This is an optimization exercise on Yosys and OpenROAD, whose aim is small area, a short achievable clock period and few clock cycles, not a production implementation. Function was checked by simulation only, so behaviour that the tests miss may differ from the original. No activity file was given, so power comes from the tool's default toggle rates.

==> job 9319 <==
## RISC5
module RISC5(
input clk, rst, irq, stallX,
input [31:0] inbus, codebus,
output [23:0] adr,
output rd, wr, ben,
output [31:0] outbus);
Settings: LEC_CHECK=0, CAP_MARGIN=30, CORE_MARGIN=2, CORE_UTILIZATION=50, PLACE_DENSITY=0.68, SETUP_SLACK_MARGIN=5, SLEW_MARGIN=30, TNS_END_PERCENT=100; clock period 13.0 ns.
standard.sh (not shown) runs the stock make flow with config.mk's settings and CLKGATE_MAP_FILE= SYNTH_SCRIPT=/design/flow/synth_recipe.tcl, a recipe that flattens the netlist after the stock synthesis.
==> flow/flow/run.sh <==
#!/bin/bash
set -o pipefail
sed 's/SETUP_SLACK_MARGIN=[0-9.]*/SETUP_SLACK_MARGIN=7/' standard.sh > standard_m.sh
bash standard_m.sh > standard.log 2>&1
==> job 6383 (differences from job 9319) <==
--- a/flow/design.v
+++ b/flow/design.v
@@ -297,12 +297,11 @@
 wire S = N ^ OV;
 wire cond = IR[27] ^ ((dcc[0] & N) | (dcc[1] & Z) | (dcc[2] & C) | (dcc[3] & OV) | (dcc[4] & (C | Z)) | (dcc[5] & S) | (dcc[6] & (S | Z)) | dcc[7]);
 wire tk = Br & cond;                
 wire [21:0] pcmux0 = busy ? PC : (RTI ? SPC[21:0] : (tk ? (u ? BT : C0[23:2]) : nxpc));
 wire intAckU = intPnd & intEnb & ~intMd & ex & ~busy & ~dLdSt;
-wire intAckM = intPnd & intEnb & ~intMd & mem2;
-wire intAck = (intAckU | intAckM) & ~stallX;
+wire intAck = intAckU & ~stallX;
 wire sPC = ~ival | busy;
 wire sI = intAckU;
 wire sN = ~sPC & ~sI & ~RTI;           
 wire [21:0] npc = ({22{sPC}} & PC) | {21'h0, sI} | ({22{~sI & RTI}} & SPC[21:0]) | ({22{sN}} & nxpc);
 wire [21:0] tgt = u ? BT : C0[23:2];
@@ -401,14 +400,10 @@
       rMD <= ~fp & fo[3] & fo[1];
       rFA <= ~fp & fo[3] & fo[2] & ~fo[1];
     end else if (mem2) begin
       if (fwdB) B <= regmux;
       if (fwdC) Cq <= regmux ^ {32{dSub}};
-      if (intAckM) begin
-        PC <= 22'h1;
-        ival <= 1'b0;
-      end
     end
     mem2 <= LdSt;
   end
   if (LdSt) begin
     DA <= da;
@@ -424,8 +419,8 @@
   H <= (ex & (dMul | dDiv) & ~stallMD) ? mdh : H;
   irq1 <= irq;
   intEnb <= (~rst ? 0 : ((ex & dSTI) ? IR[0] : intEnb));
   intPnd <= ((rst & ~intAck) & ((~irq1 & irq) | intPnd));
   intMd <= ((rst & ~RTI) & (intAck | intMd));
-  SPC <= (intAck ? {nn, zz, cx, vv, (mem2 ? PC : pcmux0)} : SPC);
+  SPC <= (intAck ? {nn, zz, cx, vv, pcmux0} : SPC);
 end
 endmodule
CORE_UTILIZATION = 35   (was 50)
PLACE_DENSITY = 0.55   (was 0.68)
==> job 2290 (differences from job 9319) <==
--- a/flow/design.v
+++ b/flow/design.v
@@ -93,17 +93,17 @@
     S <= S + 5'd1;
     done <= (S + 5'd1 == last);
     first <= 1'b0;
     neg <= mul & ~u & (S + 5'd1 == 5'd4);     
   end
-  if (first | ~done)
-    P <= ({64{first}} & P0) | ({64{~first & (mul | fml)}} & mnext) | ({64{~first & ~(mul | fml)}} & d1);
   if (first) begin
+    P <= P0;
     Y <= yo;
     Y3 <= y3;
     E <= eb;
-  end
+  end else if (~done)
+    P <= (mul | fml) ? mnext : d1;
 end
 wire [31:0] R = P[63:32], Q = P[31:0];
 wire rz = (R == 0);
 wire [31:0] qneg, rneg;
 PAdd #(32) qadd(.a(~Q), .b(32'h0), .ci(rz), .s(qneg));      
@@ -190,12 +190,10 @@
 reg [1:0] State;
 reg [24:0] a3, b3;
 reg as3, bs3;
 reg [26:0] r;      
 reg rs;            
-reg [8:0] e0r;     
-reg xnr, ynr;      
 wire xs = x[31], ys = y[31];
 wire xn = (x[30:0] == 0), yn = (y[30:0] == 0);
 wire [8:0] xe = (u ? 9'h96 : {1'h0, x[30:23]});
 wire [8:0] ye = {1'h0, y[30:23]};
 wire [24:0] xm = {(~u | x[23]), x[22:0], 1'h0};
@@ -218,13 +216,13 @@
 PAdd #(27) aadd(.a(Sum ^ {27{Sum[26]}}), .b({26'h0, Sum[26]}), .ci(1'b1), .s(s1));    
 wire [26:0] s = r;
 wire z24, z22, z20, z18, z16, z14, z12, z10, z8, z6, z4, z2;
 wire [4:0] sc;
 wire [24:0] t1, t2, t3;
-wire [8:0] e1 = ((e0r - {4'h0, sc}) + 1);
+wire [8:0] e1 = ((e0 - {4'h0, sc}) + 1);
 assign stall = (run & (State != 2));
-assign z = (v ? {{7{rs}}, r[25:1]} : (xnr ? ((u | ynr) ? 0 : y) : (ynr ? x : (((t3 == 0) | e1[8]) ? 0 : {rs, e1[7:0], t3[23:1]}))));
+assign z = (v ? {{7{rs}}, r[25:1]} : (xn ? ((u | yn) ? 0 : y) : (yn ? x : (((t3 == 0) | e1[8]) ? 0 : {rs, e1[7:0], t3[23:1]}))));
 assign z24 = (~s[25] & ~s[24]);
 assign z22 = ((z24 & ~s[23]) & ~s[22]);
 assign z20 = ((z22 & ~s[21]) & ~s[20]);
 assign z18 = ((z20 & ~s[19]) & ~s[18]);
 assign z16 = ((z18 & ~s[17]) & ~s[16]);
@@ -242,13 +240,10 @@
 always @ (posedge clk) begin
   State <= (~rst | ~run | (~stall & ~stallX)) ? 2'd0 : (stall ? State + 2'd1 : State);
   a3 <= sw ? x0 : y0;
   as3 <= sw ? xs : ys;
   b3 <= h3;
-  e0r <= e0;
-  xnr <= xn;
-  ynr <= yn;
   bs3 <= hs;
   r <= v ? Sum : s1;
   rs <= Sum[26];
 end
 endmodule
@@ -261,24 +256,23 @@
 output [23:0] adr,
 output rd, wr, ben,
 output [31:0] outbus);
 reg [21:0] PC;          
 reg [31:0] IR;
-reg [31:0] B, Cq;       
-reg [21:0] BT, nxpc;    
+reg [31:0] B, C0;       
+reg [21:0] BT;          
 reg ival;               
 reg mem2;               
 reg ldL, ldB;           
 reg [3:0] ldR;          
 reg [23:0] DA;          
 reg [31:0] SD;          
 reg N, Z, C, OV;
 reg [31:0] H;
 reg irq1, intEnb, intPnd, intMd;
 reg [25:0] SPC;
-reg [7:0] dcc;          
-reg dImm, dRg, dAdd, dSub, dMD, dMul, dDiv, dFml, dFdv, dFA, dFsub, dLdSt, dBr, dRTI, dSTI;
+reg dRg, dAdd, dSub, dMD, dMul, dDiv, dFml, dFdv, dFA, dFsub, dLdSt, dBr, dRTI, dSTI;
 reg rMovI, rMovU, rMovC, rMovH, rMovF, rSh, rAnd, rAnn, rIor, rXor, rSum, rMD, rFA;
 wire p = IR[31], q = IR[30], u = IR[29], v = IR[28];
 wire [3:0] op = IR[19:16];
 wire [3:0] ira = IR[27:24];
 wire [2:0] cc = IR[26:24];
@@ -289,32 +283,30 @@
 wire Add = ex & dAdd;
 wire Sub = ex & dSub;
 wire LdSt = ex & dLdSt;
 wire Br = ex & dBr;
 wire RTI = ex & dRTI;
-wire [31:0] rB, rC, C0, C1, aluRes, regmux, inbus1, shout, mdres, mdh, fsum, sum;
+wire [31:0] rB, rC, C1, aluRes, regmux, inbus1, shout, mdres, mdh, fsum, sum;
 wire stallMD, stallFA;
 wire busy = stallMD | stallFA;
 wire S = N ^ OV;
-wire cond = IR[27] ^ ((dcc[0] & N) | (dcc[1] & Z) | (dcc[2] & C) | (dcc[3] & OV) | (dcc[4] & (C | Z)) | (dcc[5] & S) | (dcc[6] & (S | Z)) | dcc[7]);
+wire cond = (IR[27] ^ (((((((((cc == 0) & N) | ((cc == 1) & Z)) | ((cc == 2) & C)) | ((cc == 3) & OV)) | ((cc == 4) & (C | Z))) | ((cc == 5) & S)) | ((cc == 6) & (S | Z))) | (cc == 7)));
+wire [21:0] nxpc;
+PAdd #(22) incpc(.a(PC), .b(22'h0), .ci(1'b1), .s(nxpc));
 wire tk = Br & cond;                
 wire [21:0] pcmux0 = busy ? PC : (RTI ? SPC[21:0] : (tk ? (u ? BT : C0[23:2]) : nxpc));
 wire intAckU = intPnd & intEnb & ~intMd & ex & ~busy & ~dLdSt;
-wire intAckM = intPnd & intEnb & ~intMd & mem2;
-wire intAck = (intAckU | intAckM) & ~stallX;
+wire intAck = intAckU & ~stallX;
 wire sPC = ~ival | busy;
 wire sI = intAckU;
-wire sN = ~sPC & ~sI & ~RTI;           
-wire [21:0] npc = ({22{sPC}} & PC) | {21'h0, sI} | ({22{~sI & RTI}} & SPC[21:0]) | ({22{sN}} & nxpc);
-wire [21:0] tgt = u ? BT : C0[23:2];
-wire tkF = sN & tk;
-wire [21:0] pcmux = tkF ? tgt : npc;
+wire sT = ~sPC & ~sI & ~RTI & tk;
+wire [21:0] pcmux = ({22{sPC}} & PC) | {21'h0, sI} | ({22{~sI & RTI}} & SPC[21:0])
+  | ({22{sT & u}} & BT) | ({22{sT & ~u}} & C0[23:2]) | ({22{ival & ~busy & ~sI & ~RTI & ~tk}} & nxpc);
 wire fetch = ~mem2 & (~ival | ~busy);
-wire [21:0] bt, nx;
+wire [21:0] bt;
 PAdd #(22) btadd(.a(pcmux), .b(codebus[21:0]), .ci(1'b1), .s(bt));
-PAdd #(22) incpc(.a(pcmux), .b(22'h0), .ci(1'b1), .s(nx));
-assign adr = (tkF & ~mem2) ? {tgt, 2'h0} : (mem2 ? DA : {npc, 2'h0});
+assign adr = mem2 ? DA : {pcmux, 2'h0};
 assign rd = mem2 & ldL;
 assign wr = mem2 & ~ldL;
 assign ben = ldB;
 assign outbus = ldB ? {SD[7:0], SD[7:0], SD[7:0], SD[7:0]} : SD;
 wire regwr = (((Rg & ~busy) | (tk & v)) & ~stallX) | (mem2 & ldL & ~stallX);
@@ -322,62 +314,52 @@
 wire [3:0] nrb = codebus[23:20];
 wire [3:0] nrc = (codebus[31] & ~codebus[30]) ? codebus[27:24] : codebus[3:0];
 wire [3:0] irc0 = (p & ~q) ? ira : IR[3:0];
 Registers regs(.clk(clk), .wr(regwr), .wno(wno), .sel1(16'h1 << nrb), .sel2(16'h1 << nrc), .din(regmux), .dout1(rB), .dout2(rC));
 wire fwdB = regwr & (wno == (mem2 ? IR[23:20] : nrb));
-wire fwdC = regwr & (wno == (mem2 ? irc0 : nrc)) & ~(mem2 & dImm);
+wire fwdC = regwr & (wno == (mem2 ? irc0 : nrc));
 MulDiv mdUnit(.clk(clk), .rst(rst), .stallX(stallX), .run(ex & dMD), .mul(dMul), .div(dDiv), .fml(dFml), .fdv(dFdv), .u(u), .x(B), .yi(C1), .yf(C0), .stall(stallMD), .z(mdres), .hz(mdh));
 LeftShifter shUnit(.x(B), .sc(C1[4:0]), .rt(op[1]), .ar(~IR[16]), .y(shout));
 FPAdder faddUnit(.clk(clk), .rst(rst), .stallX(stallX), .run(ex & dFA), .u(u), .v(v), .stall(stallFA), .x(B), .y({(dFsub ^ C0[31]), C0[30:0]}), .z(fsum));
-assign C0 = Cq;
-assign C1 = Cq;
-wire cin = dSub ? ~(u & C) : (u & C);
-PAdd #(32) alu(.a(B), .b(Cq), .ci(cin), .s(sum));
-wire [31:0] ht = B ^ Cq;
-wire [31:0] ho = B | Cq;
-wire zs = (ht[0] == cin) & (ht[31:1] == ho[30:0]);
+assign C1 = (q ? {{16{v}}, imm} : C0);
+wire sb_ = op[0];
+wire cin = sb_ ? ~(u & C) : (u & C);
+PAdd #(32) alu(.a(B), .b(C1 ^ {32{sb_}}), .ci(cin), .s(sum));
 wire sa = sum[31];
 wire sb = B[31];
-wire sc = Cq[31] ^ dSub;
-wire [31:0] other = ({32{rMovI & ~mem2}} & {{16{v}}, imm}) | ({32{rMovU & ~mem2}} & {imm, 16'h0})
-  | ({32{rMovC & ~mem2}} & C0) | ({32{rMovH & ~mem2}} & H) | ({32{rMovF & ~mem2}} & {N, Z, C, OV, 20'h0, 8'h5B})
-  | ({32{rSh & ~mem2}} & shout) | ({32{rAnd & ~mem2}} & (B & C1)) | ({32{rAnn & ~mem2}} & (B & ~C1)) | ({32{rIor & ~mem2}} & (B | C1)) | ({32{rXor & ~mem2}} & (B ^ C1))
-  | ({32{rMD & ~mem2}} & mdres) | ({32{rFA & ~mem2}} & fsum)
-  | ({32{dBr & ~mem2}} & {8'h0, nxpc, 2'h0}) | ({32{mem2}} & inbus1);
-assign regmux = other | ({32{rSum & ~mem2}} & sum);
-wire zres = (rSum & ~mem2) ? zs : (other == 0);
+wire sc = C1[31];
+assign aluRes = ({32{rMovI}} & {{16{v}}, imm}) | ({32{rMovU}} & {imm, 16'h0})
+  | ({32{rMovC}} & C0) | ({32{rMovH}} & H) | ({32{rMovF}} & {N, Z, C, OV, 20'h0, 8'h5B})
+  | ({32{rSh}} & shout) | ({32{rAnd}} & (B & C1)) | ({32{rAnn}} & (B & ~C1)) | ({32{rIor}} & (B | C1)) | ({32{rXor}} & (B ^ C1))
+  | ({32{rSum}} & sum) | ({32{rMD}} & mdres) | ({32{rFA}} & fsum);
+assign regmux = mem2 ? inbus1 : (dBr ? {8'h0, nxpc, 2'h0} : aluRes);
 assign inbus1 = (~ldB ? inbus : {24'h0, (DA[1] ? (DA[0] ? inbus[31:24] : inbus[23:16]) : (DA[0] ? inbus[15:8] : inbus[7:0]))});
 wire nn = (RTI ? SPC[25] : (regwr ? regmux[31] : N));
-wire zz = (RTI ? SPC[24] : (regwr ? zres : Z));
+wire zz = (RTI ? SPC[24] : (regwr ? (regmux == 0) : Z));
 wire cx = (RTI ? SPC[23] : (Add ? (((sb & sc) | ((~sa & ~sb) & sc)) | (((~sa & sb) & ~sc) & sa)) : (Sub ? (((~sb & sc) | ((sa & ~sb) & ~sc)) | ((sa & sb) & sc)) : C)));
 wire vv = (RTI ? SPC[22] : (Add ? (((sa & ~sb) & ~sc) | ((~sa & sb) & sc)) : (Sub ? (((sa & ~sb) & sc) | ((~sa & sb) & ~sc)) : OV)));
 wire [23:0] da;
 PAdd #(24) dadd(.a(B[23:0]), .b({{4{off[19]}}, off}), .ci(1'b0), .s(da));
 wire fp = codebus[31], fq = codebus[30], fu = codebus[29], fv = codebus[28];
 wire [3:0] fo = codebus[19:16];
 wire fmov = ~fp & (fo == 0);
-wire fsub = ~fp & (fo == 9);
-wire fimm = ~fp & fq & ~(fo[3] & fo[2]);    
 always @ (posedge clk) begin
   if (~rst) begin
     PC <= 22'h3FF800;
     ival <= 1'b0;
     mem2 <= 1'b0;
   end else if (~stallX) begin
     if (fetch) begin
       PC <= pcmux;
-      BT <= bt;
-      nxpc <= nx;
       IR <= codebus;
+      BT <= bt;
       ival <= 1'b1;
       B <= fwdB ? regmux : rB;
-      Cq <= (fimm ? {{16{fv}}, codebus[15:0]} : (fwdC ? regmux : rC)) ^ {32{fsub}};
-      dImm <= fimm;
-      dcc <= 8'h1 << codebus[26:24];
+      C0 <= fwdC ? regmux : rC;
       dRg <= ~fp;
       dAdd <= ~fp & (fo == 8);
-      dSub <= fsub;
+      dSub <= ~fp & (fo == 9);
       dMD <= ~fp & fo[3] & fo[1];
       dMul <= ~fp & (fo == 10);
       dDiv <= ~fp & (fo == 11);
       dFml <= ~fp & (fo == 14);
       dFdv <= ~fp & (fo == 15);
@@ -400,15 +382,11 @@
       rSum <= ~fp & fo[3] & ~fo[2] & ~fo[1];
       rMD <= ~fp & fo[3] & fo[1];
       rFA <= ~fp & fo[3] & fo[2] & ~fo[1];
     end else if (mem2) begin
       if (fwdB) B <= regmux;
-      if (fwdC) Cq <= regmux ^ {32{dSub}};
-      if (intAckM) begin
-        PC <= 22'h1;
-        ival <= 1'b0;
-      end
+      if (fwdC) C0 <= regmux;
     end
     mem2 <= LdSt;
   end
   if (LdSt) begin
     DA <= da;
@@ -424,8 +402,8 @@
   H <= (ex & (dMul | dDiv) & ~stallMD) ? mdh : H;
   irq1 <= irq;
   intEnb <= (~rst ? 0 : ((ex & dSTI) ? IR[0] : intEnb));
   intPnd <= ((rst & ~intAck) & ((~irq1 & irq) | intPnd));
   intMd <= ((rst & ~RTI) & (intAck | intMd));
-  SPC <= (intAck ? {nn, zz, cx, vv, (mem2 ? PC : pcmux0)} : SPC);
+  SPC <= (intAck ? {nn, zz, cx, vv, pcmux0} : SPC);
 end
 endmodule
==> flow/run.sh (new file) <==
#!/bin/bash
# synth_recipe.tcl (not shown) runs the flow's synth.tcl, then flattens the netlist and writes it again
# the make line also repeats each setting of config.mk as NAME=value (left out here)
make -C /OpenROAD-flow-scripts/flow DESIGN_CONFIG=/design/flow/config.mk WORK_HOME=/design/flow/orfs CLKGATE_MAP_FILE= SYNTH_SCRIPT=/design/flow/synth_recipe.tcl finish
CORE_UTILIZATION = 35   (was 50)
PLACE_DENSITY = 0.55   (was 0.68)
removed: flow/flow/run.sh
removed: flow/standard.sh
==> results.yml <==
run_status:
  status: "complete, no violations"
detailed_routing:
  via_per_inst: 6.43
  wl_met2_um: 197000
  wl_met3_um: 46400
finish:
  stdcell_count: 12200
placed_design:
  detailed_place_hpwl_um: 313000
  pre_cts_slack_ns: 5.38
sta:
  maxSlewHeadroom_pct: 21.1
power:
  seq_power_w: 0.00442
logic_synthesis:
  synth_area_leaders: "edfxtp_1, ha_1, fa_1, xnor2_1, nand2_1"
the above is filed under job 6383

==> results.yml <==
placed_design:
  detailed_place_hpwl_um: 302000
  pre_cts_slack_ns: 4.48
detailed_routing:
  wl_met3_um: 51600
  wl_met2_um: 180000
  via_per_inst: 6.40
power:
  seq_power_w: 0.00441
sta:
  maxSlewHeadroom_pct: 22.5
logic_synthesis:
  synth_area_leaders: "edfxtp_1, ha_1, fa_1, nand2_1, xnor2_1"
run_status:
  status: "complete, no violations"
the above is filed under job 2290

==> results.yml <==
detailed_routing:
  wl_met3_um: 53800
  via_per_inst: 7.20
  wl_met2_um: 188000
power:
  seq_power_w: 0.00447
min_path:
  min_to: "intEnb"
worst_setup_path:
  path_max_fanout: 12
placed_design:
  detailed_place_hpwl_um: 307000
  placed_area_um2: 89700
logic_synthesis:
  synth_area_leaders: "edfxtp_1, ha_1, fa_1, xnor2_1, nand2_1"
  synthCells: 8857
clock_tree:
  clk-insertion-delay-late_ns: 0.83
  post_cts_resized: 350
run_status:
  status: "complete, no violations"
sta:
  final-hold-violation-count: 0
the above is filed under job 9319

Testbench counts of job 9319, summed over its fixed seeds: cycles 90,573.
Testbench counts of job 6383, summed over its fixed seeds: cycles 90,573.
Testbench counts of job 2290, summed over its fixed seeds: cycles 90,573.

[afterwards: timing with drivers on the ports]
Ports are ideal in the flow. The routed layouts listed here were re-timed in OpenROAD.
Step 1 sets driving cells, clkbuf_16 on the clock port and buf_2 on the other inputs (assumed; they add their load-dependent delay and slew).
Step 2, shift: input delay + t, output delay - t, t = (earliest + latest rising clock arrival at the registers) / 2. This alone moves slack from input paths to output paths.
Slacks: no drivers / after step 1 / after step 2; pairs: no drivers / after step 1.
run	t (ns)	slack for setup (ns)	worst setup path after step 2
job 9319	0.873	6.676 / 6.592 / 6.181	input to register
job 6383	0.904	6.892 / 6.892 / 6.397	input to register
job 2290	0.919	4.974 / 4.874 / 4.540	input to register
After both steps every run listed still meets setup and hold.
